This design comes from an exercise in tuning for small area and a short achievable clock period on the open sky130 flow, not from production work.
In this exercise RTL edits were held to simulation tests only and were not proved equivalent to the original.

trial 69:
==> flow/design.v (excerpt) <==
module panda_exec (
  input  logic        clk_i,
  input  logic        rst_ni,
  input  logic [ 3:0] operator_i,
  input  logic [ 4:0] rs1_addr_i,
  input  logic [ 4:0] rs2_addr_i,
  input  logic [ 4:0] rd_addr_i,
  input  logic        rd_we_i,
  input  logic        use_imm_i,
  input  logic [31:0] imm_i,
  output logic [31:0] result_o
);
  logic [31:0]       operand_a;
  logic [31:0]       operand_b;
  logic [31:0]       alu_result;
  logic [31:0]       result_q;
  logic [31:1][31:0] regs_q;
  logic [31:1]       pend_q;     
  logic [31:1]       ready_q;    
  logic [31:1]       pend_d;
  logic [ 4:0]       wr_addr_q;
  logic              wr_en_q;
  for (genvar i = 1; i < 32; i++) begin : g_pend
    assign pend_d[i] = rd_we_i & (rd_addr_i == i);
  end
  always_ff @(posedge clk_i or negedge rst_ni) begin
    if (~rst_ni) begin
      pend_q  <= '0;
      ready_q <= '0;
      wr_en_q <= 1'b0;
    end else begin
      pend_q  <= pend_d;
      ready_q <= (ready_q | pend_q) & ~pend_d;
      wr_en_q <= rd_we_i & (rd_addr_i != 5'd0);
    end
  end
  always_ff @(posedge clk_i) begin
    wr_addr_q <= rd_addr_i;
  end
  always_ff @(posedge clk_i) begin
    for (int i = 1; i < 32; i++) begin
      if (pend_q[i]) begin
        regs_q[i] <= result_q;
      end
    end
  end
  logic [31:1] sel1, sel2;
  logic        byp1, byp2;
  panda_rf_decode #(.Gate(1'b0)) i_decode_a (
    .addr_i (rs1_addr_i),
    .ready_i(ready_q   ),
    .gate_i (1'b0      ),
    .sel_o  (sel1      )
  );
  panda_rf_decode #(.Gate(1'b1)) i_decode_b (
    .addr_i (rs2_addr_i),
    .ready_i(ready_q   ),
    .gate_i (use_imm_i ),
    .sel_o  (sel2      )
  );
  assign byp1 = wr_en_q & (rs1_addr_i == wr_addr_q);
  ...
For scale: roughly 87 I/O pins.
==> module panda_exec, before the edit <==
module panda_exec (
  input  logic        clk_i,
  input  logic        rst_ni,
  input  logic [ 3:0] operator_i,
  input  logic [ 4:0] rs1_addr_i,
  input  logic [ 4:0] rs2_addr_i,
  input  logic [ 4:0] rd_addr_i,
  input  logic        rd_we_i,
  input  logic        use_imm_i,
  input  logic [31:0] imm_i,
  output logic [31:0] result_o
);
  logic [31:0]       operand_a;
  logic [31:0]       operand_b;
  logic [31:0]       alu_result;
  logic [31:0]       result_q;
  logic [31:1][31:0] regs_q;
  logic [31:1]       pend_q;     
  logic [31:1]       ready_q;    
  logic [31:1]       pend_d;
  logic [ 4:0]       wr_addr_q;
  logic              wr_en_q;
  for (genvar i = 1; i < 32; i++) begin : g_pend
    assign pend_d[i] = rd_we_i & (rd_addr_i == i);
  end
  always_ff @(posedge clk_i or negedge rst_ni) begin
    if (~rst_ni) begin
      pend_q  <= '0;
      ready_q <= '0;
      wr_en_q <= 1'b0;
    end else begin
      pend_q  <= pend_d;
      ready_q <= (ready_q | pend_q) & ~pend_d;
      wr_en_q <= rd_we_i & (rd_addr_i != 5'd0);
    end
  end
  always_ff @(posedge clk_i) begin
    wr_addr_q <= rd_addr_i;
  end
  always_ff @(posedge clk_i) begin
    for (int i = 1; i < 32; i++) begin
      if (pend_q[i]) begin
        regs_q[i] <= result_q;
      end
    end
  end
  logic [31:1] sel1, sel2;
  logic        byp1, byp2;
  panda_rf_decode #(.Gate(1'b0)) i_decode_a (
    .addr_i (rs1_addr_i),
    .ready_i(ready_q   ),
    .gate_i (1'b0      ),
    .sel_o  (sel1      )
  );
  panda_rf_decode #(.Gate(1'b1)) i_decode_b (
    .addr_i (rs2_addr_i),
    .ready_i(ready_q   ),
    .gate_i (use_imm_i ),
    .sel_o  (sel2      )
  );
  assign byp1 = wr_en_q & (rs1_addr_i == wr_addr_q);
  assign byp2 = wr_en_q & (rs2_addr_i == wr_addr_q) & ~use_imm_i;
  panda_rf_read #(.Extra(1'b0)) i_read_a (
    .sel_i  ({sel1, byp1}),
    .data_i ({regs_q, result_q}),
    .extra_i('0),
    .data_o (operand_a)
  );
  panda_rf_read #(.Extra(1'b1)) i_read_b (
    .sel_i  ({sel2, byp2}),
    .data_i ({regs_q, result_q}),
    .extra_i({32{use_imm_i}} & imm_i),
    .data_o (operand_b)
  );
  panda_alu i_alu (
    .operator_i (operator_i),
    .operand_a_i(operand_a ),
    .operand_b_i(operand_b ),
    .result_o   (alu_result)
  );
  always_ff @(posedge clk_i or negedge rst_ni) begin
    if (~rst_ni) begin
      result_q <= '0;
    end else begin
      result_q <= alu_result;
    end
  end
  assign result_o = result_q;
endmodule
make LEC_CHECK=0 CAP_MARGIN=20 CORE_MARGIN=2 CORE_UTILIZATION=40 CTS_CLUSTER_DIAMETER=80 CTS_CLUSTER_SIZE=24 SETUP_SLACK_MARGIN=3.0 SLEW_MARGIN=20 SYNTH_HIERARCHICAL=1 TNS_END_PERCENT=10 finish   # period 7.5 ns
run.sh (not shown) runs the stock make flow with config.mk's settings and CLKGATE_MAP_FILE= SYNTH_SCRIPT=/design/flow/synth_recipe.tcl, a recipe that flattens the netlist after the stock synthesis.
Relative to trial 69, the following input files were edited for build 79:
diff --git a/flow/design.v b/flow/design.v
--- a/flow/design.v
+++ b/flow/design.v
@@ -432,26 +432,25 @@
   logic [31:0]       operand_a;
   logic [31:0]       operand_b;
   logic [31:0]       alu_result;
   logic [31:0]       result_q;
   logic [31:1][31:0] regs_q;
+  logic [31:1]       valid_q;    
   logic [31:1]       pend_q;     
-  logic [31:1]       ready_q;    
-  logic [31:1]       pend_d;
+  logic [31:1]       ready;      
   logic [ 4:0]       wr_addr_q;
   logic              wr_en_q;
-  for (genvar i = 1; i < 32; i++) begin : g_pend
-    assign pend_d[i] = rd_we_i & (rd_addr_i == i);
-  end
   always_ff @(posedge clk_i or negedge rst_ni) begin
     if (~rst_ni) begin
       pend_q  <= '0;
-      ready_q <= '0;
+      valid_q <= '0;
       wr_en_q <= 1'b0;
     end else begin
-      pend_q  <= pend_d;
-      ready_q <= (ready_q | pend_q) & ~pend_d;
+      for (int i = 1; i < 32; i++) begin
+        pend_q[i] <= rd_we_i & (rd_addr_i == i);
+      end
+      valid_q <= valid_q | pend_q;
       wr_en_q <= rd_we_i & (rd_addr_i != 5'd0);
     end
   end
   always_ff @(posedge clk_i) begin
     wr_addr_q <= rd_addr_i;
@@ -461,21 +460,22 @@
       if (pend_q[i]) begin
         regs_q[i] <= result_q;
       end
     end
   end
+  assign ready = valid_q & ~pend_q;
   logic [31:1] sel1, sel2;
   logic        byp1, byp2;
   panda_rf_decode #(.Gate(1'b0)) i_decode_a (
     .addr_i (rs1_addr_i),
-    .ready_i(ready_q   ),
+    .ready_i(ready     ),
     .gate_i (1'b0      ),
     .sel_o  (sel1      )
   );
   panda_rf_decode #(.Gate(1'b1)) i_decode_b (
     .addr_i (rs2_addr_i),
-    .ready_i(ready_q   ),
+    .ready_i(ready     ),
     .gate_i (use_imm_i ),
     .sel_o  (sel2      )
   );
   assign byp1 = wr_en_q & (rs1_addr_i == wr_addr_q);
   assign byp2 = wr_en_q & (rs2_addr_i == wr_addr_q) & ~use_imm_i;
## What came out
Taking trial 69 as the reference, in build 79 number of standard cells after synthesis barely changed; synthesized area increased by 180 um2 relative to the old numbers; maximum frequency from static timing analysis increased by 2.1% relative to the old numbers; initial DRC count now smaller. Post-synthesis average cell area delta (build 79 -> trial 69): insignificant. Between trial 69 and build 79, layout overhead on the synthesized area increased. | design area | build 79 vs trial 69 | worse |. Die area: build 79 higher than trial 69. | layout clock buffer count | build 79 vs trial 69 | about 7.5% lower |. Number of well-tap cells placed for build 79 is higher than for trial 69.

-- what the ideal ports hide --
In the flow no input, the clock included, has a driving cell. The finished layouts below were timed again as built, in two steps. Step 1 (the two cells are an assumption about what drives the block):
set clk [get_ports {clk_i}]
set_driving_cell -lib_cell sky130_fd_sc_hd__clkbuf_16 $clk
set_driving_cell -lib_cell sky130_fd_sc_hd__buf_2 [delete_from_list [all_inputs] $clk]
Step 2 moves the port delays by t, midway between the first and last clock arrival at a register: inputs arrive t later, outputs are due t later. That takes back most of the time a late clock gives input paths. a / b / c = ideal ports / drivers / drivers and shift; a / b = the first two.
run | t (ns) | slack for setup (ns) | hold slack, ns | latest minus earliest clock arrival (ns) | worst register clock-pin slew, ns
trial 69 | 0.769 | 2.753 / 2.762 / 1.993 | 0.516 / 0.516 / 0.516 | 0.050 / 0.050 | 0.10 / 0.10
build 79 | 0.772 | 2.851 / 2.652 / 1.879 | 0.466 / 0.466 / 0.466 | 0.055 / 0.055 | 0.11 / 0.11
After both steps setup and hold are still met in every run listed. The setup slack of build 79, which loses most, moves by -0.199 ns with the drivers and by -0.972 ns with both steps.
